This is an optimization exercise on Yosys and OpenROAD, whose aim is small area, a short achievable clock period and few clock cycles, not a production implementation.
Only simulation tests tie the RTL to the original design; equivalence was not proved.
Power figures rest on the tool's default switching activity, not on a simulated workload.

<file path="flow/config.mk">
export PLATFORM = sky130hd
export DESIGN_NAME = gpu
export DESIGN_NICKNAME = gpu
export VERILOG_FILES = /design/flow/design.v
export SDC_FILE = /design/flow/constraint.sdc
export NUM_CORES = 8
export LEC_CHECK = 0
export CAP_MARGIN = 20
export CORE_MARGIN = 2
export CORE_UTILIZATION = 40
export CTS_CLUSTER_DIAMETER = 100
export CTS_CLUSTER_SIZE = 20
export SLEW_MARGIN = 20
</file>
<file path="flow/constraint.sdc">
create_clock -name core_clock -period 14.0 [get_ports {clk}]
set_input_delay 2.8000 -clock core_clock [delete_from_list [all_inputs] [get_ports {clk}]]
set_output_delay 2.8000 -clock core_clock [all_outputs]
set_load 0.01 [all_outputs]
</file>
<file path="flow/design.v">
`default_nettype none
`timescale 1ns/1ns
module dcr (
    input wire clk,
    input wire reset,
    input wire device_control_write_enable,
    input wire [7:0] device_control_data,
    output reg [7:0] thread_count
);
    always @(posedge clk) begin
        if (reset) begin
            thread_count <= 8'b0;
        end else if (device_control_write_enable) begin
            thread_count <= device_control_data;
        end
    end
endmodule
`default_nettype none
`timescale 1ns/1ns
`default_nettype none
`timescale 1ns/1ns
`default_nettype none
`timescale 1ns/1ns
module alu (
    input  wire       clk,
    input  wire [7:0] a,
    input  wire [7:0] b,
    input  wire [7:0] da,           
    input  wire [7:0] db,
    input  wire [9:0] b3,           
    input  wire [8:0] zf,           
    output wire [7:0] sum,
    output wire [7:0] diff,
    output wire [7:0] prod,
    output wire [2:0] nzp,          
    output wire [7:0] quot          
);
    assign sum  = a + b;
    assign diff = a - b;
    assign prod = da * db;          
    assign nzp  = {a > b, a == b, a < b};
    wire [9:0] b2 = {1'b0, db, 1'b0};
    reg [3:0] r_q;         
    reg [7:0] q_q;         
    reg [1:0] t1, r1, d1;
    reg [3:0] t2, r2;
    reg [1:0] d2;
    always @(*) begin
        t1 = da[7:6];
        if (zf[2] && t1 >= b3[1:0])      begin r1 = t1 - b3[1:0];  d1 = 2'd3; end
        else if (zf[1] && t1 >= b2[1:0]) begin r1 = t1 - b2[1:0];  d1 = 2'd2; end
        else if (zf[0] && t1 >= db[1:0]) begin r1 = t1 - db[1:0];  d1 = 2'd1; end
        else                             begin r1 = t1;            d1 = 2'd0; end
        t2 = {r1, da[5:4]};
        if (zf[5] && t2 >= b3[3:0])      begin r2 = t2 - b3[3:0];  d2 = 2'd3; end
        else if (zf[4] && t2 >= b2[3:0]) begin r2 = t2 - b2[3:0];  d2 = 2'd2; end
        else if (zf[3] && t2 >= db[3:0]) begin r2 = t2 - db[3:0];  d2 = 2'd1; end
        else                             begin r2 = t2;            d2 = 2'd0; end
    end
    reg [5:0] t3, r3;
    reg [1:0] d3;
    always @(*) begin
        t3 = {r_q, q_q[7:6]};
        if (zf[8] && t3 >= b3[5:0])      begin r3 = t3 - b3[5:0];  d3 = 2'd3; end
        else if (zf[7] && t3 >= b2[5:0]) begin r3 = t3 - b2[5:0];  d3 = 2'd2; end
        else if (zf[6] && t3 >= db[5:0]) begin r3 = t3 - db[5:0];  d3 = 2'd1; end
        else                             begin r3 = t3;            d3 = 2'd0; end
    end
    wire [9:0] t4 = {2'b00, r3, q_q[5:4]};
    wire [1:0] d4 = (t4 >= b3) ? 2'd3 : (t4 >= b2) ? 2'd2 : (t4 >= {2'b00, db}) ? 2'd1 : 2'd0;
    assign quot = {q_q[3:0], d3, d4};
    always @(posedge clk) begin
        r_q <= r2;
        q_q <= {da[3:0], d1, d2};
    end
endmodule
`default_nettype none
`timescale 1ns/1ns
module lsu (
    input  wire       clk,
    input  wire       reset,
    input  wire       issue_read,
    input  wire       issue_write,
    input  wire [7:0] raddr,
    input  wire [7:0] waddr,
    input  wire [7:0] wdata,
    output reg        mem_read_valid,
    output reg  [7:0] mem_read_address,
    input  wire       mem_read_ready,
    input  wire [7:0] mem_read_data,
    output reg        mem_write_valid,
    output reg  [7:0] mem_write_address,
    output reg  [7:0] mem_write_data,
    input  wire       mem_write_ready,
    output reg  [7:0] read_data
);
    reg  [7:0] ra_hn, wa_hn, wd_hn;
    wire [7:0] ra_n = issue_read  ? raddr : ~ra_hn;
    wire [7:0] wa_n = issue_write ? waddr : ~wa_hn;
    wire [7:0] wd_n = issue_write ? wdata : ~wd_hn;
    always @(posedge clk) begin
        ra_hn <= ~ra_n;
        wa_hn <= ~wa_n;
        wd_hn <= ~wd_n;
        mem_read_address  <= ra_n;
        mem_write_address <= wa_n;
        mem_write_data    <= wd_n;
    end
    always @(posedge clk) begin
        if (reset) begin
            mem_read_valid  <= 1'b0;
            mem_write_valid <= 1'b0;
        end else begin
            if (issue_read) begin
                mem_read_valid <= 1'b1;
            end else if (mem_read_ready) begin
                mem_read_valid <= 1'b0;
            end
            if (issue_write) begin
                mem_write_valid <= 1'b1;
            end else if (mem_write_ready) begin
                mem_write_valid <= 1'b0;
            end
        end
        if (mem_read_valid && mem_read_ready) read_data <= mem_read_data;
    end
endmodule
`default_nettype none
`timescale 1ns/1ns
`default_nettype none
`timescale 1ns/1ns
module registers #(
    parameter THREAD_ID = 0
) (
    input  wire       clk,
    input  wire       clear,
    input  wire       we,
    input  wire [3:0] wa,
    input  wire [7:0] wd,
    input  wire [7:0] block_id,
    input  wire [3:0] ra1,
    input  wire [3:0] ra2,
    output wire [7:0] rd1,
    output wire [7:0] rd2
);
    reg [12:0][7:0] r;
    localparam [7:0] TID = THREAD_ID;
    wire [15:0][7:0] view = {TID, 8'd4, block_id, r};
    assign rd1 = view[ra1];
    assign rd2 = view[ra2];
    genvar i;
    generate
        for (i = 0; i < 13; i = i + 1) begin : regs
            always @(posedge clk) begin
                if (clear || (we && wa == i)) r[i] <= clear ? 8'd0 : wd;
            end
        end
    endgenerate
endmodule
`default_nettype none
`timescale 1ns/1ns
module simt_stack (
    input  wire       clk,
    input  wire       clear,
    input  wire       push,
    input  wire       pop,
    input  wire [7:0] push_pc,
    input  wire [3:0] push_mask,
    output wire [7:0] tos_pc,
    output wire [3:0] tos_mask,
    output wire       empty,
    output wire       full
);
    reg [1:0] sp;
    reg [7:0] pc0, pc1;
    reg [3:0] m0, m1;
    assign empty    = (sp == 2'd0);
    assign full     = sp[1];
    assign tos_pc   = sp[1] ? pc1 : pc0;
    assign tos_mask = sp[1] ? m1 : m0;
    always @(posedge clk) begin
        if (clear) begin
            sp <= 2'd0;
        end else if (push) begin
            if (sp[0]) begin pc1 <= push_pc; m1 <= push_mask; end
            else       begin pc0 <= push_pc; m0 <= push_mask; end
            sp <= sp + 2'd1;
        end else if (pop) begin
            sp <= sp - 2'd1;
        end
    end
endmodule
`default_nettype none
`timescale 1ns/1ns
module shared_memory (
    input  wire       clk,
    input  wire       clear,
    input  wire       we,
    input  wire [7:0] waddr,
    input  wire [7:0] wd,
    input  wire [7:0] raddr,
    output reg  [7:0] rd
);
    reg [255:0][7:0] m;
    always @(posedge clk) rd <= m[raddr];
    genvar i;
    generate
        for (i = 0; i < 256; i = i + 1) begin : bytes
            always @(posedge clk) begin
                if (clear || (we && waddr == i)) m[i] <= clear ? 8'd0 : wd;
            end
        end
    endgenerate
endmodule
`default_nettype none
`timescale 1ns/1ns
module icache #(
    parameter CL = 7,
    parameter N = 64,
    parameter PD = 2
) (
    input  wire        clk,
    input  wire        reset,
    input  wire        enable,        
    input  wire [7:0]  fpc,           
    output wire        hit,
    output wire [15:0] word,
    output reg         pm_valid,
    output reg  [7:0]  pm_addr,
    input  wire        pm_ready,
    input  wire [15:0] pm_data
);
    localparam C = N;
    reg [C-1:0][15:0] data;
    reg [C-1:0]       valid;
    reg [15:0] fb_data;
    reg [7:0]  fb_addr;
    reg        fb_v;
    reg        fb_new;
    reg [7:0]  pf;
    wire [CL-1:0] idx = fpc[CL-1:0];
    wire hit_c = valid[idx] && (fpc < C);
    wire hit_b = fb_v && (fb_addr == fpc);
    assign hit  = hit_c || hit_b;
    assign word = hit_b ? fb_data : data[idx];
    wire inflight = pm_valid && (pm_addr == fpc);
    wire demand   = enable && !hit && !inflight;
    wire [CL-1:0] pidx = pf[CL-1:0];
    wire pf_have = (valid[pidx] && (pf < C)) || (fb_v && (fb_addr == pf)) ||
                   (pm_valid && (pm_addr == pf));
    wire [7:0] pdist = pf - fpc;
    wire pf_in  = (pdist != 8'd0) && (pdist <= PD);
    wire pf_rst = (pdist == 8'd0) || (pdist > 8'd16);
    wire free   = !pm_valid || pm_ready;
    wire fill = fb_new && (fb_addr < C);
    genvar g;
    generate
        for (g = 0; g < C; g = g + 1) begin : lines
            always @(posedge clk) begin
                if (fill && (fb_addr[CL-1:0] == g)) data[g] <= fb_data;
            end
        end
    endgenerate
    reg       req;              
    reg [7:0] req_addr;
    reg [7:0] pf_n;
    always @(*) begin
        req = 1'b0;
        req_addr = pf;
        pf_n = pf;
        if (demand) begin
            req = 1'b1;
            req_addr = fpc;
            pf_n = fpc + 8'd1;
        end else if (enable && pf_rst) begin
            pf_n = fpc + 8'd1;
        end else if (enable && pf_in && !pf_have) begin
            req = 1'b1;
            req_addr = pf;
            pf_n = pf + 8'd1;
        end else if (enable && pf_in && pf_have) begin
            pf_n = pf + 8'd1;
        end
    end
    wire issue = free && req;
    reg  [7:0] pa_hn;
    wire [7:0] pa_n = issue ? req_addr : ~pa_hn;
    always @(posedge clk) begin
        pa_hn   <= ~pa_n;
        pm_addr <= pa_n;
    end
    always @(posedge clk) begin
        if (reset) begin
            pm_valid <= 1'b0;
            valid    <= '0;
            fb_v     <= 1'b0;
            fb_new   <= 1'b0;
            pf       <= 8'd1;
        end else begin
            if (fill) valid[fb_addr[CL-1:0]] <= 1'b1;
            fb_new <= 1'b0;
            if (pm_valid && pm_ready) begin
                fb_data <= pm_data;
                fb_addr <= pm_addr;
                fb_v    <= 1'b1;
                fb_new  <= 1'b1;
            end
            if (free) pm_valid <= req;
            if (!(req && !free && !demand)) pf <= pf_n;
        end
    end
endmodule
`default_nettype none
`timescale 1ns/1ns
`default_nettype none
`timescale 1ns/1ns
module decoder (
    input  wire [15:0] instruction,
    output wire        is_br,
    output wire        is_cmp,
    output wire        is_div,
    output wire        is_ldr,
    output wire        is_str,
    output wire        is_jmp,
    output wire        is_reconv,
    output wire        is_lds,
    output wire        is_sts,
    output wire        is_ret,
    output wire        reg_write,    
    output wire [2:0]  res_sel       
);
    wire [3:0] op = instruction[15:12];
    assign is_br     = (op == 4'b0001);
    assign is_cmp    = (op == 4'b0010);
    assign is_div    = (op == 4'b0110);
    assign is_ldr    = (op == 4'b0111);
    assign is_str    = (op == 4'b1000);
    assign is_jmp    = (op == 4'b1010);
    assign is_reconv = (op == 4'b1011);
    assign is_lds    = (op == 4'b1100);
    assign is_sts    = (op == 4'b1101);
    assign is_ret    = (op == 4'b1111);
    wire writes = (op == 4'b0011) || (op == 4'b0100) || (op == 4'b0101) || (op == 4'b0110) ||
                  (op == 4'b0111) || (op == 4'b1001) || (op == 4'b1100);
    assign reg_write = writes && (instruction[11:8] < 4'd13);
    assign res_sel = (op == 4'b0011) ? 3'd0 :
                     (op == 4'b0100) ? 3'd1 :
                     (op == 4'b0101) ? 3'd2 :
                     (op == 4'b0110) ? 3'd3 :
                     (op == 4'b0111) ? 3'd4 :
                     (op == 4'b1001) ? 3'd5 : 3'd6;
endmodule
`default_nettype none
`timescale 1ns/1ns
`default_nettype none
`timescale 1ns/1ns
module core #(
    parameter ICACHE_WORDS = 96
) (
    input  wire        clk,
    input  wire        reset,
    input  wire        start,
    input  wire [7:0]  thread_count,
    output reg         done,
    output wire        pm_valid,
    output wire [7:0]  pm_addr,
    input  wire        pm_ready,
    input  wire [15:0] pm_data,
    output wire [3:0]  rd_valid,
    output wire [31:0] rd_addr,
    input  wire [3:0]  rd_ready,
    input  wire [31:0] rd_data,
    output wire [3:0]  wr_valid,
    output wire [31:0] wr_addr,
    output wire [31:0] wr_data,
    input  wire [3:0]  wr_ready
);
    reg rst;
    always @(posedge clk) rst <= reset;
    reg        launched;    
    reg        running;     
    reg        finishing;   
    reg [7:0]  bid;         
    reg [3:0]  present;     
    reg [3:0]  mask;        
    reg [3:0][2:0] nzp;
    reg [7:0]  fpc;
    reg        d_valid;
    reg [15:0] d_ir;
    reg [7:0]  d_pc;
    reg        e_valid;
    reg [7:0]  e_pc1;       
    reg        e_brt;       
    reg [7:0]  e_next;      
    reg        e_bpred;     
    reg [3:0]  e_rd, e_rsf, e_rtf;
    reg [7:0]  e_imm;
    reg        e_br, e_cmp, e_div, e_ldr, e_str, e_jmp, e_reconv, e_lds, e_sts, e_ret, e_wen;
    reg [2:0]  e_sel;
    reg [3:0][7:0] e_a;
    reg [3:0][7:0] e_b;
    reg        e_busy;      
    reg [1:0]  e_cnt;       
    reg        sts_pend;    
    reg [7:0]  sts_a, sts_d;
    reg [3:0][9:0] e_b3;    
    reg [3:0][8:0] e_zf;    
    reg [5:0]  e_oh;        
    reg [3:0][2:0] e_cf;    
    reg        e_cfok;      
    reg        e_fwa, e_fwb;    
    reg [3:0]  w_we;            
    reg [3:0]  w_rd;
    reg [3:0][7:0] w_res;
    reg        pl_valid;        
    reg        pl_wr;           
    reg [3:0]  pl_rd;
    reg [3:0]  pl_we;
    reg        clr;             
    reg [7:0]  t0_rs, t0_rt;    
    reg [7:0]  e_sma, e_smd;    
    integer t;
    function automatic [8:0] zflags(input [7:0] x);
        zflags = {x < 8'd22, x < 8'd32, x < 8'd64, x < 8'd6, x < 8'd8, x < 8'd16,
                  x < 8'd2, x < 8'd2, x < 8'd4};
    endfunction
    wire        f_hit;
    wire [15:0] f_word;
    icache #(.CL($clog2(ICACHE_WORDS)), .N(ICACHE_WORDS), .PD(2)) icache_instance (
        .clk(clk),
        .reset(rst),
        .enable(running),
        .fpc(fpc),
        .hit(f_hit),
        .word(f_word),
        .pm_valid(pm_valid),
        .pm_addr(pm_addr),
        .pm_ready(pm_ready),
        .pm_data(pm_data)
    );
    wire d_br, d_cmp, d_div, d_ldr, d_str, d_jmp, d_reconv, d_lds, d_sts, d_ret, d_wen;
    wire [2:0] d_sel;
    decoder decoder_instance (
        .instruction(d_ir),
        .is_br(d_br), .is_cmp(d_cmp), .is_div(d_div), .is_ldr(d_ldr), .is_str(d_str),
        .is_jmp(d_jmp), .is_reconv(d_reconv), .is_lds(d_lds), .is_sts(d_sts), .is_ret(d_ret),
        .reg_write(d_wen), .res_sel(d_sel)
    );
    wire [3:0] d_rs = d_ir[7:4];
    wire [3:0] d_rt = d_ir[3:0];
    reg [3:0][7:0] a, b;        
    always @(*) begin
        for (t = 0; t < 4; t = t + 1) begin
            a[t] = (e_fwa && w_we[t]) ? w_res[t] : e_a[t];
            b[t] = (e_fwb && w_we[t]) ? w_res[t] : e_b[t];
        end
    end
    wire [3:0] live = mask & present;
    wire [1:0] h = live[3] ? 2'd3 : live[2] ? 2'd2 : live[1] ? 2'd1 : 2'd0;
    wire [7:0] pc1 = e_pc1;
    wire [3:0][7:0] sum, diff, prod, quot, ldv;
    wire [3:0][2:0] cmp;
    wire [7:0] smem_rd;
    reg  [3:0][7:0] res;
    reg  [3:0][7:0] ld_res;
    wire s_empty, s_full;
    wire [7:0] tos_pc;
    wire [3:0] tos_mask;
    reg  wr_busy;
    wire sb_hit  = pl_valid && pl_wr &&
                   ((e_rsf == pl_rd) || (e_rtf == pl_rd) || (e_wen && (e_rd == pl_rd)));
    wire e_act = e_valid && !sb_hit;
    wire div_go = e_act && e_div && (e_cnt == 2'd0) && !e_fwa && !e_fwb;
    wire lds_go = e_act && e_lds && (e_cnt == 2'd0) && !sm_wait && !sts_pend;
    reg e_ok;
    always @(*) begin
        e_ok = 1'b1;
        if (e_ldr)      e_ok = e_busy || (!wr_busy && !pl_valid);
        else if (e_str) e_ok = !wr_busy && !pl_valid;
        else if (e_div) e_ok = (e_cnt == 2'd1);
        else if (e_ret) e_ok = !pl_valid;
        else if (e_lds) e_ok = (e_cnt == 2'd1);
        else if (e_sts) e_ok = !sm_wait;
        else if (e_oh[2]) e_ok = !e_fwa && !e_fwb;    
    end
    wire e_fire   = e_act && e_ok;
    wire e_wb     = e_fire && e_wen && !e_ldr;
    wire pl_done  = pl_valid && !(|(rd_valid & ~rd_ready)) && !e_wb;
    wire issue_rd = e_act && e_ldr && !e_busy && !wr_busy && !pl_valid;
    wire issue_wr = e_fire && e_str;
    reg [3:0] cond;
    always @(*) begin
        for (t = 0; t < 4; t = t + 1) cond[t] = |(nzp[t] & e_rd[3:1]);
    end
    wire brt = e_brt;
    wire [3:0] taken = live & cond & {4{brt}};
    wire [3:0] ntaken = live & ~(cond & {4{brt}});
    wire divergent = (|taken) && (|ntaken);
    reg [7:0] npc;
    reg       s_push, s_pop, blk_end, set_mask;
    reg [3:0] new_mask;
    always @(*) begin
        npc = pc1;
        s_push = 1'b0;
        s_pop = 1'b0;
        blk_end = 1'b0;
        set_mask = 1'b0;
        new_mask = 4'hF;
        if (e_br) begin
            if (divergent && !s_full) begin
                s_push = 1'b1;
                npc = e_imm;
                set_mask = 1'b1;
                new_mask = taken;
            end else if (cond[h]) begin
                npc = e_imm;
            end
        end else if (e_jmp) begin
            npc = a[h];
        end else if (e_reconv || e_ret) begin
            if (!s_empty) begin
                s_pop = 1'b1;
                npc = tos_pc;
                set_mask = 1'b1;
                new_mask = tos_mask;
            end else if (e_ret) begin
                blk_end = 1'b1;
            end else begin
                set_mask = 1'b1;
                new_mask = 4'hF;
            end
        end
    end
    wire redirect = e_fire && (blk_end ? !(e_bpred && pn[0]) : (npc != e_next));
    wire       launch = start && !launched && (thread_count != 8'd0);
    wire [7:0] bid1   = bid + 8'd1;
    reg  [3:0] p0, pn;          
    always @(*) begin
        for (t = 0; t < 4; t = t + 1) begin
            p0[t] = (8'(t) < thread_count);
            pn[t] = ({bid1, 2'b00} + 10'(t)) < {2'b00, thread_count};
        end
    end
    wire next_blk  = e_fire && blk_end && pn[0];
    wire blk_start = launch || next_blk;
    simt_stack stack_instance (
        .clk(clk),
        .clear(clr),
        .push(e_fire && s_push),
        .pop(e_fire && s_pop),
        .push_pc(pc1),
        .push_mask(ntaken),
        .tos_pc(tos_pc),
        .tos_mask(tos_mask),
        .empty(s_empty),
        .full(s_full)
    );
    wire [7:0] sm_addr = e_sma;
    wire [7:0] sm_wd   = e_smd;
    wire sm_wait = (e_fwa || e_fwb) && w_we[0];
    shared_memory shared_memory_instance (
        .clk(clk),
        .clear(clr),
        .we(sts_pend),
        .waddr(sts_a),
        .wd(sts_d),
        .raddr(sm_addr),
        .rd(smem_rd)
    );
    wire d_adv = running && d_valid && (!e_valid || e_fire) && !redirect && !(e_fire && blk_end);
    wire f_adv = running && f_hit && (!d_valid || d_adv) && !redirect && !d_redirect;
    wire       nw_valid = pl_done ? pl_wr : e_wb;
    wire [3:0] nw_rd    = pl_done ? pl_rd : e_rd;
    wire [3:0] live_next = (e_valid && e_reconv && s_empty) ? present : live;
    wire d_rs_pend = (pl_valid && pl_wr && (pl_rd == d_rs)) || (e_valid && e_ldr && e_wen && (e_rd == d_rs));
    wire e_writes_rs = e_valid && e_wen && !e_ldr && (e_rd == d_rs);
    wire e_slow = !e_oh[4];
    wire early_rd = d_adv && d_ldr && !wr_busy && !pl_valid && !(e_valid && (e_str || e_ldr)) &&
                    !d_rs_pend && !(e_writes_rs && e_slow);
    wire [1:0] hn = live_next[3] ? 2'd3 : live_next[2] ? 2'd2 : live_next[1] ? 2'd1 : 2'd0;
    wire [7:0] d_pc1 = d_pc + 8'd1;
    reg  [3:0] d_cond;
    reg  [3:0][7:0] d_av;       
    reg  [7:0] d_bv0;           
    always @(*) begin
        for (t = 0; t < 4; t = t + 1) begin
            d_cond[t] = |(((e_valid && e_cmp && live[t]) ? e_cf[t] : nzp[t]) & d_ir[11:9]);
        end
    end
    wire d_brt = (d_ir[7:0] != d_pc1);
    wire [3:0] d_taken  = live_next & d_cond & {4{d_brt}};
    wire [3:0] d_ntaken = live_next & ~(d_cond & {4{d_brt}});
    wire d_div_br = (|d_taken) && (|d_ntaken) && !s_full;
    reg       d_pred;           
    reg [7:0] d_npc;
    always @(*) begin
        d_pred = 1'b0;
        d_npc  = d_ir[7:0];
        if (d_br) begin
            d_pred = (d_div_br || (d_cond[hn] && d_brt)) && !(e_valid && e_cmp && !e_cfok);
        end else if (d_jmp) begin
            if (e_writes_rs) begin
                d_npc  = e_imm;
                d_pred = (e_sel == 3'd5) && live[hn];
            end else begin
                d_npc  = d_av[hn];
                d_pred = !d_rs_pend;
            end
        end else if (d_reconv || d_ret) begin
            d_npc  = s_empty ? 8'd0 : tos_pc;
            d_pred = !s_empty || d_ret;
        end
    end
    wire d_redirect = d_adv && d_pred && !clr;
    genvar i;
    generate
        for (i = 0; i < 4; i = i + 1) begin : lanes
            wire [7:0] rf1, rf2;
            registers #(.THREAD_ID(i)) register_instance (
                .clk(clk),
                .clear(clr),
                .we(w_we[i]),
                .wa(w_rd),
                .wd(w_res[i]),
                .block_id(bid),
                .ra1(d_rs),
                .ra2(d_rt),
                .rd1(rf1),
                .rd2(rf2)
            );
            alu alu_instance (
                .clk(clk),
                .b3(e_b3[i]),
                .zf(e_zf[i]),
                .a(a[i]),
                .b(b[i]),
                .da(e_a[i]),
                .db(e_b[i]),
                .sum(sum[i]),
                .diff(diff[i]),
                .prod(prod[i]),
                .nzp(cmp[i]),
                .quot(quot[i])
            );
            wire [7:0] d_a = (e_writes_rs && live[i]) ? e_imm : d_av[i];
            lsu lsu_instance (
                .clk(clk),
                .reset(rst),
                .issue_read((issue_rd && live[i]) || (early_rd && live_next[i])),
                .issue_write(issue_wr && live[i]),
                .raddr((e_valid && e_ldr && !e_busy) ? a[i] : d_a),
                .waddr(a[i]),
                .wdata(b[i]),
                .mem_read_valid(rd_valid[i]),
                .mem_read_address(rd_addr[i*8 +: 8]),
                .mem_read_ready(rd_ready[i]),
                .mem_read_data(rd_data[i*8 +: 8]),
                .mem_write_valid(wr_valid[i]),
                .mem_write_address(wr_addr[i*8 +: 8]),
                .mem_write_data(wr_data[i*8 +: 8]),
                .mem_write_ready(wr_ready[i]),
                .read_data(ldv[i])
            );
            always @(*) begin
                res[i] = ({8{e_oh[0]}} & sum[i]) | ({8{e_oh[1]}} & diff[i]) |
                         ({8{e_oh[2]}} & prod[i]) | ({8{e_oh[3]}} & quot[i]) |
                         ({8{e_oh[4]}} & e_imm) | ({8{e_oh[5]}} & smem_rd);
                ld_res[i] = rd_valid[i] ? rd_data[i*8 +: 8] : ldv[i];
            end
            wire bw1 = w_we[i] && (w_rd == d_rs);
            wire bw2 = w_we[i] && (w_rd == d_rt);
            always @(*) d_av[i] = (clr && d_rs < 4'd13) ? 8'd0 : bw1 ? w_res[i] : rf1;
            wire [7:0] d_bv = (clr && d_rt < 4'd13) ? 8'd0 : bw2 ? w_res[i] : rf2;
            wire [7:0] nb = d_adv ? d_bv : b[i];    
            if (i == 0) begin : t0
                always @(*) d_bv0 = d_bv;
            end
            always @(posedge clk) begin
                if (d_adv) begin
                    e_cf[i] <= {d_av[i] > d_bv, d_av[i] == d_bv, d_av[i] < d_bv};
                    e_a[i] <= d_av[i];
                end else begin
                    e_a[i] <= a[i];
                end
                e_b[i]  <= nb;
                e_b3[i] <= d_adv ? {2'b00, d_bv} + {1'b0, d_bv, 1'b0} : {2'b00, b[i]} + {1'b0, b[i], 1'b0};
                e_zf[i] <= d_adv ? zflags(d_bv) : zflags(b[i]);
                if (clr) nzp[i] <= 3'b000;
                else if (e_fire && e_cmp && live[i]) nzp[i] <= cmp[i];
                w_res[i] <= pl_done ? ld_res[i] : res[i];
            end
        end
    endgenerate
    always @(posedge clk) begin
        if (rst) begin
            launched  <= 1'b0;
            running   <= 1'b0;
            finishing <= 1'b0;
            done      <= 1'b0;
            d_valid   <= 1'b0;
            e_valid   <= 1'b0;
            e_busy    <= 1'b0;
            e_cnt     <= 2'd0;
            sts_pend  <= 1'b0;
            wr_busy   <= 1'b0;
            fpc       <= 8'd0;
            bid       <= 8'd0;
            present   <= 4'd0;
            mask      <= 4'hF;
            w_we      <= 4'd0;
            clr       <= 1'b0;
            e_fwa     <= 1'b0;
            e_fwb     <= 1'b0;
            pl_valid  <= 1'b0;
        end else begin
            clr  <= blk_start;
            w_we <= pl_done ? pl_we : e_wb ? live : 4'd0;
            w_rd <= nw_rd;
            if (d_adv) begin
                e_fwa <= nw_valid && (nw_rd == d_rs);
                e_fwb <= nw_valid && (nw_rd == d_rt);
            end else begin
                e_fwa <= nw_valid && (nw_rd == e_rsf);
                e_fwb <= nw_valid && (nw_rd == e_rtf);
            end
            if (launch) launched <= 1'b1;
            if (finishing && !wr_busy) done <= 1'b1;
            if (pl_done) pl_valid <= 1'b0;
            if (e_fire && e_ldr) begin
                pl_valid <= 1'b1;
                pl_wr    <= e_wen;
                pl_rd    <= e_rd;
                pl_we    <= e_wen ? live : 4'd0;
            end
            if (issue_rd) e_busy <= 1'b1;
            if (div_go || lds_go) e_cnt <= 2'd1;
            sts_pend <= e_fire && e_sts;
            wr_busy  <= (issue_wr && (|live)) || (|(wr_valid & ~wr_ready));
            sts_a    <= sm_addr;
            sts_d    <= sm_wd;
            if (e_fire) begin
                e_busy <= 1'b0;
                e_cnt  <= 2'd0;
                if (set_mask) mask <= new_mask;
                if (live[0]) begin
                    t0_rs <= a[0];
                    t0_rt <= b[0];
                end
            end
            if (d_adv) begin
                e_sma <= live_next[0] ? d_av[0] : (e_fire && live[0]) ? a[0] : t0_rs;
                e_smd <= live_next[0] ? d_bv0   : (e_fire && live[0]) ? b[0] : t0_rt;
            end else begin
                e_sma <= live[0] ? a[0] : t0_rs;
                e_smd <= live[0] ? b[0] : t0_rt;
            end
            if (d_adv) begin
                e_busy   <= early_rd;
                e_valid  <= 1'b1;
                e_pc1    <= d_pc1;
                e_brt    <= d_brt;
                e_next   <= d_redirect ? d_npc : d_pc1;
                e_bpred  <= d_redirect && d_ret && s_empty;
                e_rd     <= d_ir[11:8];
                e_rsf    <= d_rs;
                e_rtf    <= d_rt;
                e_imm    <= d_ir[7:0];
                e_br     <= d_br;
                e_cmp    <= d_cmp;
                e_div    <= d_div;
                e_ldr    <= d_ldr;
                e_str    <= d_str;
                e_jmp    <= d_jmp;
                e_reconv <= d_reconv;
                e_lds    <= d_lds;
                e_sts    <= d_sts;
                e_ret    <= d_ret;
                e_wen    <= d_wen;
                e_sel    <= d_sel;
                e_oh     <= {d_sel == 3'd6, d_sel == 3'd5, d_sel == 3'd3, d_sel == 3'd2,
                             d_sel == 3'd1, d_sel == 3'd0};
                e_cfok   <= !(e_valid && e_wen && ((e_rd == d_rs) || (e_rd == d_rt))) &&
                            !(pl_valid && pl_wr && ((pl_rd == d_rs) || (pl_rd == d_rt)));
            end else if (e_fire) begin
                e_valid <= 1'b0;
            end
            if (f_adv) begin
                d_valid <= 1'b1;
                d_ir    <= f_word;
                d_pc    <= fpc;
                fpc     <= fpc + 8'd1;
            end else if (d_adv || redirect) begin
                d_valid <= 1'b0;
            end
            if (d_redirect) fpc <= d_npc;
            if (redirect) begin
                fpc     <= npc;
                e_valid <= 1'b0;
            end
            if (e_fire && blk_end && !pn[0]) begin
                running   <= 1'b0;
                finishing <= 1'b1;
            end
            if (blk_start) begin
                running <= 1'b1;
                bid     <= launch ? 8'd0 : bid1;
                present <= launch ? p0 : pn;
                mask    <= 4'hF;
                if (launch || !e_bpred) begin
                    fpc     <= 8'd0;
                    d_valid <= 1'b0;
                end
                e_valid <= 1'b0;
                t0_rs   <= 8'd0;
                t0_rt   <= 8'd0;
            end
        end
    end
endmodule
`default_nettype none
`timescale 1ns/1ns
module gpu #(
    parameter DATA_MEM_ADDR_BITS = 8,
    parameter DATA_MEM_DATA_BITS = 8,
    parameter DATA_MEM_NUM_CHANNELS = 4,
    parameter PROGRAM_MEM_ADDR_BITS = 8,
    parameter PROGRAM_MEM_DATA_BITS = 16,
    parameter PROGRAM_MEM_NUM_CHANNELS = 1,
    parameter NUM_CORES = 2,
    parameter THREADS_PER_BLOCK = 4
) (
    input wire clk,
    input wire reset,
    input wire start,
    output wire done,
    input wire device_control_write_enable,
    input wire [7:0] device_control_data,  
    output wire [PROGRAM_MEM_NUM_CHANNELS-1:0] program_mem_read_valid,
    output wire [PROGRAM_MEM_NUM_CHANNELS*PROGRAM_MEM_ADDR_BITS-1:0] program_mem_read_address,
    input wire [PROGRAM_MEM_NUM_CHANNELS-1:0] program_mem_read_ready,
    input wire [PROGRAM_MEM_NUM_CHANNELS*PROGRAM_MEM_DATA_BITS-1:0] program_mem_read_data,
    output wire [DATA_MEM_NUM_CHANNELS-1:0] data_mem_read_valid,
    output wire [DATA_MEM_NUM_CHANNELS*DATA_MEM_ADDR_BITS-1:0] data_mem_read_address,
    input wire [DATA_MEM_NUM_CHANNELS-1:0] data_mem_read_ready,
    input wire [DATA_MEM_NUM_CHANNELS*DATA_MEM_DATA_BITS-1:0] data_mem_read_data,
    output wire [DATA_MEM_NUM_CHANNELS-1:0] data_mem_write_valid,
    output wire [DATA_MEM_NUM_CHANNELS*DATA_MEM_ADDR_BITS-1:0] data_mem_write_address,
    output wire [DATA_MEM_NUM_CHANNELS*DATA_MEM_DATA_BITS-1:0] data_mem_write_data,
    input wire [DATA_MEM_NUM_CHANNELS-1:0] data_mem_write_ready
);
    wire [7:0] thread_count;
    dcr dcr_instance (
        .clk(clk),
        .reset(reset),
        .device_control_write_enable(device_control_write_enable),
        .device_control_data(device_control_data),
        .thread_count(thread_count)
    );
    core core_instance (
        .clk(clk),
        .reset(reset),
        .start(start),
        .thread_count(thread_count),
        .done(done),
        .pm_valid(program_mem_read_valid[0]),
        .pm_addr(program_mem_read_address[7:0]),
        .pm_ready(program_mem_read_ready[0]),
        .pm_data(program_mem_read_data[15:0]),
        .rd_valid(data_mem_read_valid),
        .rd_addr(data_mem_read_address),
        .rd_ready(data_mem_read_ready),
        .rd_data(data_mem_read_data),
        .wr_valid(data_mem_write_valid),
        .wr_addr(data_mem_write_address),
        .wr_data(data_mem_write_data),
        .wr_ready(data_mem_write_ready)
    );
endmodule
</file>
<file path="flow/flow/run.sh">
#!/bin/bash
set -euo pipefail
bash standard.sh synth > synth.log 2>&1
bash standard.sh SETUP_SLACK_MARGIN=9.5 finish > layout.log 2>&1
</file>
<file path="flow/standard.sh">
#!/bin/bash
# synth_recipe.tcl (not shown) runs the flow's synth.tcl, then flattens the netlist and writes it again
# the make line also repeats each setting of config.mk as NAME=value (left out here)
make -C /OpenROAD-flow-scripts/flow DESIGN_CONFIG=/design/flow/config.mk WORK_HOME=/design/flow/orfs CLKGATE_MAP_FILE= SYNTH_SCRIPT=/design/flow/synth_recipe.tcl "${@:-finish}"
</file>
==> metrics.md, run 1 <==
| Metric | Value |
|---|---|
| Worst-path maximum fanout | 8 |
| Clock root cell | clkbuf_16 |
| Pin count of the biggest net entering global routing | 216 |
| Post-route DRC | 0 |
| Worst Tran Pin Value | 1.14 ns |
| Adder-Cell Fraction of Synth Area | 0.0408 |
| Data arrival time of the critical path | 5.19 ns |
| Post-route setup slack | 9.44 ns |
| Top post-synthesis cells by area | edfxtp_1 (60%), mux4_2 (15%), dfxtp_1 (5.4%), ha_1 (3.2%), nand2_1 (1.7%) |
| Fin Setup TNS | 0 ns |
| Routed vias/inst | 5.85 |
| Crit. End Element | flop |
| Worst Path Required | 14.64 ns |
| Syn_area_per_cell | 16.5 sq um |
| Max Cap Viol | 0 |
| Clock latency (worst-skew pair) | 1.03 ns |
| # H-tree levels | 5 |
| Die H | 733 um |
| Netlist cell types | 84 |
| # nets final | 13872 |
| Die Width | 733 um |
| Pwr/cell area | 117 mW/mm^2 |
| Avg WL per Cell | 29.6 um |
| Hold buffer count at CTS | 0 |
| Gpl congestion | 0.938 |
| Mapped Area | 0.212 sq mm |
| Largest family of logic cells by synthesized area | multiplexers |
| Initial antenna violation count | 34 |
| Total iterations of the first detailed-routing run | 8 |
| Total CTS buffers | 287 |
| Post-Synth Simple-Gate Area | 0.0474 |
| Row count | 267 |
| CORE AREA | 0.529 sq mm |
| I/O Pins | 183 |
| TritonCTS clock tree | done |
| Hold Crit Class | reg -> reg |
| Post-synthesis cell count | 12843 |
| Routed Wire Length | 601 mm |
| Post-DP Area | 0.224 sq mm |
| Vias in the first global route | 116196 |
| Initial DRC Count | 13954 |
| Share of cells above drive strength 1 | 0.205 |
| Post-synthesis mux area share | 0.167 |
| Leak | 79.3 nW |
| Setup CP Type | reg -> reg |
| Die Area | 0.537 sq mm |
| Synth Area in Compound Gates | 0.0518 |
| Endpoints failing setup | 0 |
| Worst VDD drop | 0.103 mV |
| RSZ-0062 raised after global routing | yes |
| Clock sinks | 4836 |
| Post-synth top flop | edfxtp_1 |
| Max Fclk | 219 MHz |
| Tcrit/Tclk final | 0.325 |
| Synth top cells by count | edfxtp_1 (4260), mux4_2 (1394), nand2_1 (989) |
| Most frequent cell after synthesis | edfxtp_1 |
| Layout Area Growth over Synthesis | 10.8% |
| Grt ovf | 0 |
| Starting Density | 0.402 |
| Final ANT Viol Nets | 0 |
| Final Cell Area | 0.235 sq mm |
| First-pass GRT wire length | 858 mm |
| Clk buf depth | 4 |
| Detailed Place HPWL | 386 mm |
| Overall routing resource usage | 0.218 |
| Port Buffers | 182 |
| Syn. warnings | 11 |
| Final hold violation count | 0 |
| Placement Setup Slack | 7.52 ns |
| Leading area contributor after synthesis | edfxtp_1 |
| Clock Skew | 0.104 ns |
| Slew Limit Headroom | 0.243 |
| Final worst path period need | 4.56 ns |
| Synth top area share | 0.602 |
| Final core utilization | 0.445 |
| Fin. max-slew vios | 0 |
| EDFF count, synth | 4260 |
| Clock transition at path regs | 0.09 ns |
| Synth Register Bits | 4836 |
| Status | no timing/DRC/antenna violations |
| Fillers | 45835 |
| Post-synthesis sequential area ratio | 0.657 |
| Async set-reset flop share out of synthesis | 0 |
| Syn_nets | 13547 |
| XOR/XNOR Fraction of Synth Area | 0.0143 |
| Routed via count | 118801 |
| CP Launch Type | flop |
## per-stage QoR
step | hold WS [ns] | std cells | power [mW]
final | 0.385 | 20293 | 27.5
after global routing | 0.393 | 20283 | 28.3
after CTS | 0.379 | 20208 | 27.7
after detailed placement | 0.416 | 19737 | 19.0
after global placement | 0.411 | 19736 | 19.0
after floorplan | 0.379 | 12843 | 18.1
## path summary, 6_finish.rpt
path / slack, ns / from / cells past startpoint / end
worst max-delay path: 9.44 / core_instance.e_rd[1] / 13 / core_instance.e_sma[0]
worst min-delay path: 0.38 / flop / 1 / flop
worst max register to register: 9.44 / core_instance.e_rd[1] / 13 / core_instance.e_sma[0]
worst min register to register: 0.38 / flop / 1 / flop
## sequential cells by signal, summed over array words and instances (netlist names), 12 cells and up, named ones only
name / count
core_instance.icache_instance.fb_data: 16
core_instance.lanes.alu_instance.r_q: 16
core_instance.lanes.lsu_instance.wa_hn: 32
core_instance.lanes.alu_instance.q_q: 32
core_instance.e_zf: 32
core_instance.lanes.register_instance.r: 416
core_instance.lanes.lsu_instance.mem_read_address: 32
core_instance.icache_instance.data: 1536
core_instance.w_res: 32
core_instance.icache_instance.valid: 96
core_instance.d_ir: 16
core_instance.e_a: 32
core_instance.shared_memory_instance.m: 2048
core_instance.e_b: 32
core_instance.nzp: 12
core_instance.e_cf: 12
core_instance.lanes.lsu_instance.read_data: 32
core_instance.e_b3: 36
core_instance.lanes.lsu_instance.mem_write_address: 32
core_instance.lanes.lsu_instance.wd_hn: 32
core_instance.lanes.lsu_instance.mem_write_data: 32
## what timing repair did
action	CTS	global route
endpoints found under the setup margin	565	290
gates cloned	9	6
pin swaps	16	24
buffers inserted	55	57
gates resized for setup	595	173
## logic make-up (layout without fill, tap and decap cells)
kind of cell / Yosys count / in the layout
flip-flops: 4836 / 4836
AND/OR/NAND/NOR: 2283 / 2283
multiplexers: 1794 / 1794
AO/OA/AOI/OAI: 1746 / 1748
buffers and inverters: 1203 / 1644
adder cells (fa/ha/maj): 635 / 635
XOR/XNOR: 346 / 346
other: 0 / 13
## routing by layer
layer  track usage  wire length (um)  up-vias  share of wire
met4        0.0766             24700       12          0.041
met1         0.312            254000    62307           0.42
met3        0.0356             47300      906          0.079
met2         0.340            276000     4895           0.46
met5             0                82        -        0.00014
li1              -                 -    50681              -
## report_power, final
group | internal [mW] | switching (mW) | leakage, nW
combinational | 0.840 | 1.41 | 31.6
sequential | 16.3 | 0.242 | 43.7
clock | 3.95 | 4.79 | 3.97
## cell type report
type                       instances  area (sq um)  share of cell area
antenna                           13          32.5            0.000138
sequential                      4836        140000               0.593
multi-input combinational       6806         69500               0.296
clock inverter                    33           445             0.00189
clock buffer                     374          7730              0.0329
timing repair buffer             752          7280              0.0310
tap                             6994          8750              0.0372
inverter                         485          1880             0.00800
## critical path, cell delays in order (launching register included)
cell	delay, ns
edfxtp_1	0.55
buf_4	0.21
a222oi_1	0.29
buf_4	0.20
o22ai_1	0.13
o221ai_4	0.42
nand3_1	0.16
a32oi_2	0.46
xnor2_1	0.19
nand3_1	0.23
o21ai_4	0.19
buf_4	0.14
nand3_1	0.25
o221ai_1	0.74
## placed cells by master, fill, tap and decap left out, drive strengths merged, types with 53 or more instances in the layout
master	instances
a211oi	99
a21o	113
a21oi	497
and2	112
and3	64
buf	575
clkbuf	380
clkdlybuf4s50	64
dfxtp	576
dlygate4sd2	54
edfxtp	4260
fa	97
ha	538
inv	495
mux2i	350
mux4	1394
nand2	989
nand2b	63
nand3	72
nor2	666
nor2b	122
nor3	63
o211ai	84
o21a	61
o21ai	453
o21bai	53
o22ai	65
xnor2	211
xor2	135
Testbench counts, summed over its fixed seeds: cycles 23,232.
==> inputs of run 2 (changes only) <==
--- a/flow/design.v
+++ b/flow/design.v
@@ -198,15 +198,20 @@
     input  wire       we,
     input  wire [7:0] waddr,
-    input  wire [7:0] wd,
+    input  wire [7:0] wd_next,    
     input  wire [7:0] raddr,
     output reg  [7:0] rd
 );
+    localparam [63:0] KEYS = 64'hAA55CC33F00FFF00;
     reg [255:0][7:0] m;
     always @(posedge clk) rd <= m[raddr];
-    genvar i;
+    reg [7:0][7:0] wdk;           
+    genvar i, k;
     generate
+        for (k = 0; k < 8; k = k + 1) begin : copies
+            always @(posedge clk) wdk[k] <= wd_next ^ KEYS[8*k +: 8];
+        end
         for (i = 0; i < 256; i = i + 1) begin : bytes
             always @(posedge clk) begin
-                if (clear || (we && waddr == i)) m[i] <= clear ? 8'd0 : wd;
+                if (clear || (we && waddr == i)) m[i] <= clear ? 8'd0 : (wdk[i / 32] ^ KEYS[8*(i / 32) +: 8]);
             end
         end
@@ -403,5 +408,5 @@
     reg [1:0]  e_cnt;       
     reg        sts_pend;    
-    reg [7:0]  sts_a, sts_d;
+    reg [7:0]  sts_a;
     reg [3:0][9:0] e_b3;    
     reg [3:0][8:0] e_zf;    
@@ -427,5 +432,5 @@
     wire        f_hit;
     wire [15:0] f_word;
-    icache #(.CL($clog2(ICACHE_WORDS)), .N(ICACHE_WORDS), .PD(2)) icache_instance (
+    icache #(.CL($clog2(ICACHE_WORDS)), .N(ICACHE_WORDS), .PD(4)) icache_instance (
         .clk(clk),
         .reset(rst),
@@ -564,5 +569,5 @@
         .we(sts_pend),
         .waddr(sts_a),
-        .wd(sts_d),
+        .wd_next(sm_wd),
         .raddr(sm_addr),
         .rd(smem_rd)
@@ -738,5 +743,4 @@
             wr_busy  <= (issue_wr && (|live)) || (|(wr_valid & ~wr_ready));
             sts_a    <= sm_addr;
-            sts_d    <= sm_wd;
             if (e_fire) begin
                 e_busy <= 1'b0;
==> metrics.md, run 2 <==
| Metric | Value |
|---|---|
| Status | no timing/DRC/antenna violations (unchanged) |
| Grt ovf | 0 (unchanged) |
| Gpl congestion | 0.923 (was 0.938) |
| Slew Limit Headroom | 0.206 (was 0.243) |
| Port Buffers | 182 (unchanged) |
| Routed Wire Length | 607 mm (was 601 mm) |
| Critical Path Slowest Stage Cell | nor4b_1 (was o221ai_1) |
| Max Fclk | 223 MHz (was 219 MHz) |
| Clock sinks | 4844 (was 4836) |
| Pwr/cell area | 117 mW/mm^2 (about the same) |
| Worst Path Required | 14.87 ns (was 14.64 ns) |
| RSZ-0062 raised after global routing | yes (unchanged) |
| Max FFs per register | 2048 (unchanged) |
| Post-synth top flop | edfxtp_1 (unchanged) |
| Top reg by flops | core_instance.shared_memory_instance.m (unchanged) |
| Starting Density | 0.401 (was 0.402) |
| Final core utilization | 0.445 (about the same) |
| Clock latency (worst-skew pair) | 1.01 ns (was 1.03 ns) |
| Die Area | 0.539 sq mm (was 0.537 sq mm) |
| Setup CP Type | in -> reg (was reg -> reg) |
| Clock Skew | 0.125 ns (was 0.104 ns) |
| I/O Pins | 183 (unchanged) |
| Clock transition at path regs | 0.08 ns (was 0.09 ns) |
| Most frequent cells in the layout | edfxtp_1 (4252), mux4_2 (1397), nand2_1 (1044) (was edfxtp_1 (4260), mux4_2 (1394), nand2_1 (976)) |
| First-pass GRT wire length | 865 mm (was 858 mm) |
| Data arrival time of the critical path | 5.35 ns (was 5.19 ns) |
| Syn. warnings | 11 (unchanged) |
| Async set-reset flop share out of synthesis | 0 (unchanged) |
| Final Instance Count excl. Fillers | 20412 (was 20293) |
| Row count | 268 (was 267) |
| Endpoints failing setup | 0 (unchanged) |
| Top post-synthesis cells by area | edfxtp_1 (60%), mux4_2 (15%), dfxtp_1 (5.6%), ha_1 (3.2%), nand2_1 (1.9%) (was edfxtp_1 (60%), mux4_2 (15%), dfxtp_1 (5.4%), ha_1 (3.2%), nand2_1 (1.7%)) |
| Post-route setup slack | 9.52 ns (was 9.44 ns) |
| CP top delay family | simple AND/OR/NAND/NOR gates (was compound AO/OA/AOI/OAI gates) |
| Syn_nets | 13625 (was 13547) |
| CP cell instances | clkdlybuf4s50_1 -> nand2b_1 -> o21ai_1 -> buf_4 -> or2_2 -> nor4b_1 -> a2111oi_0 -> nor3_1 (was buf_4 -> a222oi_1 -> buf_4 -> o22ai_1 -> o221ai_4 -> nand3_1 -> a32oi_2 -> xnor2_1 -> nand3_1 -> o21ai_4 -> buf_4 -> nand3_1 -> o221ai_1) |
| Leak | 79.9 nW (was 79.3 nW) |
| Worst Tran Pin Value | 1.18 ns (was 1.14 ns) |
| # nets final | 13963 (was 13872) |
| Routed via count | 120037 (was 118801) |
| Synth top area share | 0.598 (was 0.602) |
| Syn_area_per_cell | 16.5 sq um (about the same) |
| Avg WL per Cell | 29.7 um (was 29.6 um) |
| Detailed Place HPWL | 389 mm (was 386 mm) |
| Final hold violation count | 0 (unchanged) |
| Fin. max-slew vios | 0 (unchanged) |
| Die Width | 734 um (was 733 um) |
| Post-route DRC | 0 (unchanged) |
| Clock root cell | clkbuf_16 (unchanged) |
| Post-Place Cells | 19807 (was 19737) |
| Top flop regs | core_instance.shared_memory_instance.m: 2048 flops, core_instance.icache_instance.data: 1536 flops, core_instance.lanes.register_instance.r: 416 flops (unchanged) |
| Synth Register Bits | 4844 (was 4836) |
| Worst-path maximum fanout | 9 (was 8) |
| CP Launch Type | input pin (was flop) |
| Total CTS buffers | 288 (was 287) |
| # H-tree levels | 5 (unchanged) |
| Fin Setup TNS | 0 ns (unchanged) |
| Leading area contributor after synthesis | edfxtp_1 (unchanged) |
| Post-synthesis cell count | 12922 (was 12843) |
| Worst VDD drop | 0.0978 mV (was 0.103 mV) |
| Die H | 734 um (was 733 um) |
| Initial DRC Count | 14594 (was 13954) |
| Routed vias/inst | 5.88 (was 5.85) |
| Mapped Area | 0.213 sq mm (was 0.212 sq mm) |
| Overall routing resource usage | 0.219 (was 0.218) |
| Placement Setup Slack | 7.62 ns (was 7.52 ns) |
| Max Cap Viol | 0 (unchanged) |
| Initial antenna violation count | 37 (was 34) |
| Max incr delay on CP | 0.71 ns (was 0.74 ns) |
| Vias in the first global route | 116880 (was 116196) |
| CORE AREA | 0.532 sq mm (was 0.529 sq mm) |
| EDFF count, synth | 4252 (was 4260) |
| Hold Crit Class | reg -> reg (unchanged) |
| Commonest non-fill, non-tap cell in the layout | edfxtp_1 (unchanged) |
| Clk buf depth | 4 (unchanged) |
| Crit. End Element | flop (unchanged) |
| Share of cells above drive strength 1 | 0.213 (was 0.205) |
| Synth top cells by count | edfxtp_1 (4252), mux4_2 (1397), nand2_1 (1062) (was edfxtp_1 (4260), mux4_2 (1394), nand2_1 (989)) |
| Pin count of the biggest net entering global routing | 132 (was 216) |
| Tcrit/Tclk final | 0.320 (was 0.325) |
| Layout Area Growth over Synthesis | 11.0% (was 10.8%) |
| Netlist cell types | 95 (was 84) |
| Most frequent cell after synthesis | edfxtp_1 (unchanged) |
| CP bufs+invs | 2 (was 3) |
| Post-synthesis sequential area ratio | 0.654 (was 0.657) |
| TritonCTS clock tree | done (unchanged) |
| Total power draw | 27.8 mW (was 27.5 mW) |
| Final worst path period need | 4.48 ns (was 4.56 ns) |
| Total iterations of the first detailed-routing run | 7 (was 8) |
| Final ANT Viol Nets | 0 (unchanged) |
-- run 2: through the flow --
stage | hold WS [ns] | instance area [sq um]
after floorplan | 0.329 | 213000
after global placement | 0.355 | 225000
after detailed placement | 0.359 | 225000
after CTS | 0.366 | 235000
after global routing | 0.372 | 237000
final | 0.367 | 237000
-- run 2: cell families after synthesis --
group	after synthesis	synth area share
AO/OA/AOI/OAI	1787	0.0540
XOR/XNOR	328	0.0138
adder cells (fa/ha/maj)	634	0.0406
buffers and inverters	1221	0.0226
flip-flops	4844	0.654
multiplexers	1795	0.167
AND/OR/NAND/NOR	2313	0.0486
-- run 2: area by class of cell --
| class | instances | area, sq um |
|---|---|---|
| timing repair inverter | 2 | 17.5 |
| timing repair buffer | 782 | 7560 |
| fill | 46142 | 295000 |
| multi-input combinational | 6860 | 70600 |
| inverter | 482 | 1870 |
| tap | 7020 | 8780 |
| clock inverter | 35 | 434 |
| antenna | 14 | 35.0 |
| clock buffer | 373 | 7800 |
| sequential | 4844 | 140000 |
-- run 2: final timing paths --
check	startpoint	end	slack [ns]	cells after the start
hold reg to reg	core_instance.e_smd[5]	core_instance.shared_memory_instance.wdk[53]	0.37	0
setup / recovery	start	core_instance.fpc[4]	9.52	8
hold / removal	core_instance.e_smd[5]	core_instance.shared_memory_instance.wdk[53]	0.37	0
setup reg to reg	core_instance.d_ir[10]	core_instance.e_next[7]	9.53	12
-- run 2: repair_timing --
action / in CTS / in global routing
setup endpoints to repair: 539 / 238
pin swaps: 33 / 44
gates resized for setup: 496 / 155
hold buffers: 0 / 0
gates cloned: 16 / 12
buffers inserted: 75 / 76
-- run 2: routing by layer --
metal	routed length, um	global-route usage	vias up
met2	279000	0.342	5178
met4	21900	0.0677	28
met5	211	0	-
met3	50100	0.0379	951
li1	-	-	51115
met1	256000	0.314	62765
-- run 2: power breakdown --
| group | switching (mW) | leakage [nW] | total [mW] | internal, mW |
|---|---|---|---|---|
| Combinational | 1.52 | 32.3 | 2.40 | 0.878 |
| Clock | 4.75 | 3.99 | 8.75 | 4.01 |
| Sequential | 0.257 | 43.6 | 16.6 | 16.4 |
| Total | 6.52 | 79.9 | 27.8 | 21.3 |
Testbench counts of run 2, summed over its fixed seeds: cycles 23,156.
==> inputs of run 3 (changes only) <==
--- a/flow/design.v
+++ b/flow/design.v
@@ -394,4 +394,6 @@
     reg [15:0] d_ir;
     reg [7:0]  d_pc;
+    reg        d_fp;        
+    reg [7:0]  d_fnext;
     reg        e_valid;
     reg [7:0]  e_pc1;       
@@ -617,5 +619,7 @@
         end
     end
-    wire d_redirect = d_adv && d_pred && !clr;
+    wire d_redirect = d_adv && d_pred && !clr && !d_fp;
+    wire f_jmp = d_valid && (f_word[15:12] == 4'b1010) && (d_ir[15:12] == 4'b1001) &&
+                 (d_ir[11:8] == f_word[7:4]) && (d_ir[11:8] < 4'd13);
     genvar i;
     generate
@@ -764,5 +768,5 @@
                 e_pc1    <= d_pc1;
                 e_brt    <= d_brt;
-                e_next   <= d_redirect ? d_npc : d_pc1;
+                e_next   <= d_redirect ? d_npc : d_fp ? d_fnext : d_pc1;
                 e_bpred  <= d_redirect && d_ret && s_empty;
                 e_rd     <= d_ir[11:8];
@@ -793,5 +797,7 @@
                 d_ir    <= f_word;
                 d_pc    <= fpc;
-                fpc     <= fpc + 8'd1;
+                d_fp    <= f_jmp;
+                d_fnext <= d_ir[7:0];
+                fpc     <= f_jmp ? d_ir[7:0] : fpc + 8'd1;
             end else if (d_adv || redirect) begin
                 d_valid <= 1'b0;
==> metrics.md, run 3 <==
| Metric | Value |
|---|---|
| Fillers | 46019 (was 46142) |
| Clock latency (worst-skew pair) | 1.04 ns (was 1.01 ns) |
| Gpl congestion | 0.956 (was 0.923) |
| Row count | 268 (unchanged) |
| Uppermost layer routed | met5 (unchanged) |
| Clk buf depth | 4 (unchanged) |
| Max Fclk | 219 MHz (was 223 MHz) |
| Worst VDD drop | 0.118 mV (was 0.0978 mV) |
| Hold Path Stages | 1 (was 0) |
| Final core utilization | 0.445 (about the same) |
| I/O Pins | 183 (unchanged) |
| Async set-reset flop share out of synthesis | 0 (unchanged) |
| Initial DRC Count | 15448 (was 14594) |
| Die Area | 0.540 sq mm (was 0.539 sq mm) |
| Clock sinks | 4853 (was 4844) |
| Synth Register Bits | 4853 (was 4844) |
| RSZ-0062 raised after global routing | yes (unchanged) |
| Clock Power Share | 0.309 (was 0.315) |
| Grt ovf | 0 (unchanged) |
| Pwr/cell area | 118 mW/mm^2 (was 117 mW/mm^2) |
| Post-route DRC | 0 (unchanged) |
| Reg2Reg Setup Slack | 9.44 ns (was 9.53 ns) |
| Critical R2R Launch | core_instance.d_ir[9] (was core_instance.d_ir[10]) |
| Hold buffer count at CTS | 0 (unchanged) |
| DRT met1 WL | 260 mm (was 256 mm) |
| Pint | 21.3 mW (about the same) |
| Final Instance Count excl. Fillers | 20563 (was 20412) |
| Clock root cell | clkbuf_16 (unchanged) |
| NetSw | 6.74 mW (was 6.52 mW) |
| Final hold violation count | 0 (unchanged) |
| Layout Area Growth over Synthesis | 11.0% (about the same) |
| Worst-path maximum fanout | 14 (was 9) |
| End of the worst register-to-register path | core_instance.fpc[0] (was core_instance.e_next[7]) |
| Top flop regs | core_instance.shared_memory_instance.m: 2048 flops, core_instance.icache_instance.data: 1536 flops, core_instance.lanes.register_instance.r: 416 flops (unchanged) |
| Clock Skew | 0.107 ns (was 0.125 ns) |
| First-pass GRT wire length | 886 mm (was 865 mm) |
| Initial antenna violation count | 33 (was 37) |
| Pin count of the biggest net entering global routing | 138 (was 132) |
| Routed vias/inst | 5.92 (was 5.88) |
| Final worst path period need | 4.56 ns (was 4.48 ns) |
| Starting Density | 0.401 (about the same) |
| Die H | 735 um (was 734 um) |
| Tcrit/Tclk final | 0.326 (was 0.320) |
| Leak | 80.0 nW (was 79.9 nW) |
| Total iterations of the first detailed-routing run | 6 (was 7) |
| Switching power share of the total | 0.240 (was 0.235) |
| WL met2 | 290 mm (was 279 mm) |
| Max Cap Viol | 0 (unchanged) |
| Syn_area_per_cell | 16.4 sq um (was 16.5 sq um) |
| EDFF count, synth | 4261 (was 4252) |
| Met3 wire len | 52.1 mm (was 50.1 mm) |
| Status | no timing/DRC/antenna violations (unchanged) |
| Fin. max-slew vios | 0 (unchanged) |
| Synth top cells by count | edfxtp_1 (4261), mux4_2 (1303), nand2_1 (1036) (was edfxtp_1 (4252), mux4_2 (1397), nand2_1 (1062)) |
| Syn. warnings | 11 (unchanged) |
| Sequential Power Share | 0.596 (was 0.599) |
| Data arrival time of the critical path | 5.41 ns (was 5.35 ns) |
| Commonest non-fill, non-tap cell in the layout | edfxtp_1 (unchanged) |
| Worst Path Required | 14.85 ns (was 14.87 ns) |
| Max FFs per register | 2048 (unchanged) |
| Routed via count | 121745 (was 120037) |
| Port Buffers | 182 (unchanged) |
| CP Launch Type | flop (was input pin) |
| Post-Place Cells | 19963 (was 19807) |
| Synth top area share | 0.599 (was 0.598) |
| Top post-synthesis cells by area | edfxtp_1 (60%), mux4_2 (14%), dfxtp_1 (5.6%), ha_1 (3.2%), mux2i_1 (2.4%) (was edfxtp_1 (60%), mux4_2 (15%), dfxtp_1 (5.6%), ha_1 (3.2%), nand2_1 (1.9%)) |
| Fin Setup TNS | 0 ns (unchanged) |
| Netlist cell types | 99 (was 95) |
| Syn_nets | 13729 (was 13625) |
| Slew Limit Headroom | 0.227 (was 0.206) |
| Hold Crit Class | reg -> reg (unchanged) |
| Most frequent cell after synthesis | edfxtp_1 (unchanged) |
| Gate power share | 0.095 (was 0.086) |
| Post-synthesis cell count | 13026 (was 12922) |
| Overall routing resource usage | 0.226 (was 0.219) |
| Mapped Area | 0.213 sq mm (about the same) |
| Routed Wire Length | 631 mm (was 607 mm) |
| R2r worst-path depth | 12 (unchanged) |
| Die Width | 735 um (was 734 um) |
| Share of cells above drive strength 1 | 0.204 (was 0.213) |
| Final ANT Viol Nets | 0 (unchanged) |
| Post-synthesis sequential area ratio | 0.655 (was 0.654) |
| TritonCTS clock tree | done (unchanged) |
| Setup CP Type | reg -> reg (was in -> reg) |
| Most frequent cells in the layout | edfxtp_1 (4261), mux4_2 (1303), nand2_1 (1014) (was edfxtp_1 (4252), mux4_2 (1397), nand2_1 (1044)) |
| Detailed Place HPWL | 402 mm (was 389 mm) |
| CORE AREA | 0.532 sq mm (unchanged) |
| Avg WL per Cell | 30.7 um (was 29.7 um) |
| # H-tree levels | 5 (unchanged) |
| Post-synth top flop | edfxtp_1 (unchanged) |
| Leading area contributor after synthesis | edfxtp_1 (unchanged) |
| Crit. End Element | flop (unchanged) |
| Top reg by flops | core_instance.shared_memory_instance.m (unchanged) |
| Vias in the first global route | 118197 (was 116880) |
| Clock transition at path regs | 0.10 ns (was 0.08 ns) |
| Total CTS buffers | 285 (was 288) |
| # nets final | 14098 (was 13963) |
| Endpoints failing setup | 0 (unchanged) |
| Worst Tran Pin Value | 1.16 ns (was 1.18 ns) |
## run 3: cell types whose count changed in the layout (fill, tap and decap cells not counted), moves of 20 or more
cell / delta
a21o_1: -22
a21oi_1: +85
a22oi_1: +42
and3_1: -23
clkbuf_1: +24
mux2i_1: +160
mux4_2: -94
nand2_1: -30
nor2_1: +92
o21a_1: -42
o21ai_0: -28
xnor2_1: +33
xor2_1: -20
## run 3: per-stage QoR
| step | hold WS (ns) | instance area [sq um] | setup slack (ns) | power [mW] |
|---|---|---|---|---|
| global route | 0.422 | 237000 | 9.41 | 28.9 |
| global placement | 0.406 | 225000 | 7.73 | 19.6 |
| finish | 0.411 | 237000 | 9.44 | 28.1 |
| detailed placement | 0.413 | 225000 | 7.64 | 19.7 |
| floorplan | 0.348 | 214000 | 9.31 | 18.5 |
| CTS | 0.407 | 235000 | 9.50 | 28.2 |
## run 3: worst max-delay path by stage
stage / cells after the start / start / end
final: 12 / core_instance.d_ir[9] / core_instance.fpc[0]
after global routing: 26 / core_instance.e_b[0] / core_instance.w_res[0]
after CTS: 16 / core_instance.fpc[0] / core_instance.fpc[6]
after detailed placement: 15 / core_instance.fpc[1] / core_instance.fpc[6]
after global placement: 15 / core_instance.fpc[1] / core_instance.fpc[4]
after floorplan: 3 / core_instance.clr / core_instance.shared_memory_instance.m[1001]
## run 3: power groups by stage
stage               sequential (mW)  combinational [mW]  clock, mW
global placement               17.0                2.59          0
detailed placement             17.1                2.62          0
global route                   16.8                2.82       9.28
floorplan                      16.9                1.57          0
CTS                            16.7                2.66       8.82
finish                         16.7                2.67       8.66
## run 3: area by class of cell
| class | count | area, sq um | share of cell area |
|---|---|---|---|
| Sequential cell | 4853 | 140000 | 0.591 |
| Multi-Input combinational cell | 6974 | 70200 | 0.296 |
| Tap cell | 7020 | 8780 | 0.0371 |
| Timing Repair Buffer | 785 | 7950 | 0.0336 |
| Clock buffer | 388 | 7670 | 0.0324 |
| Inverter | 493 | 1930 | 0.00813 |
| Clock inverter | 34 | 433 | 0.00183 |
| Antenna cell | 13 | 32.5 | 0.000137 |
| Timing Repair inverter | 3 | 26.3 | 0.000111 |
## run 3: worst max-delay path, stage by stage (launching register included)
cell       delay (ns)
edfxtp_1         0.39
buf_4            0.26
a222oi_1         0.93
mux2_2           0.36
nor2b_1          0.13
a2111oi_0        0.07
o31ai_1          0.56
a41oi_1          0.38
nor3_4           0.34
buf_4            0.17
o21ai_2          0.19
o211a_1          0.25
o31a_1           0.30
## run 3: kinds of logic (layout without fill, tap and decap cells)
kind of cell,count (synthesis),in the layout,synth area share
simple gates,2313,2316,0.0482
xor+xnor,337,337,0.0139
other cells,0,13,0
buf+inv,1206,1703,0.0231
flops,4853,4853,0.655
mux,1884,1884,0.165
compound gates,1799,1803,0.0542
fa+ha+maj,634,634,0.0405
## run 3: what timing repair did
action,4_1_cts,5_1_grt
pin swaps,12,24
setup endpoints to repair,529,233
buffers inserted,64,52
cloned,19,24
resized for setup,463,171
## run 3: routing by layer
metal,GRT usage,vias up
met5,0,-
met4,0.0860,10
met3,0.0350,1035
met2,0.355,5574
met1,0.319,63680
li1,-,51446
Testbench counts of run 3, summed over its fixed seeds: cycles 22,826.

## separate check: timing with driven ports
The results above use ideal ports. As a check the final layouts listed here were re-extracted and re-timed, cells and wires unchanged.
Step 1, drivers: a clkbuf_16 drives clk and a buf_2 each remaining input, both assumed.
Step 2 moves the port delays by t, midway between the first and last clock arrival at a register: inputs arrive t later, outputs are due t later. That takes back most of the time a late clock gives input paths.
Slacks: ideal ports / drivers / drivers and shift; pairs: ideal ports / drivers.
| run | t, ns | setup slack, ns | pins driven straight from the clock port |
|---|---|---|---|
| run 1 | 1.098 | 9.444 / 9.444 / 8.497 | 1 |
| run 2 | 1.069 | 9.521 / 9.460 / 8.553 | 1 |
| run 3 | 1.095 | 9.436 / 9.436 / 8.476 | 1 |
After both steps every run listed still meets setup and hold. For run 2, which loses most, drivers alone change the setup slack by -0.061 ns; drivers and shift together by -0.968 ns.
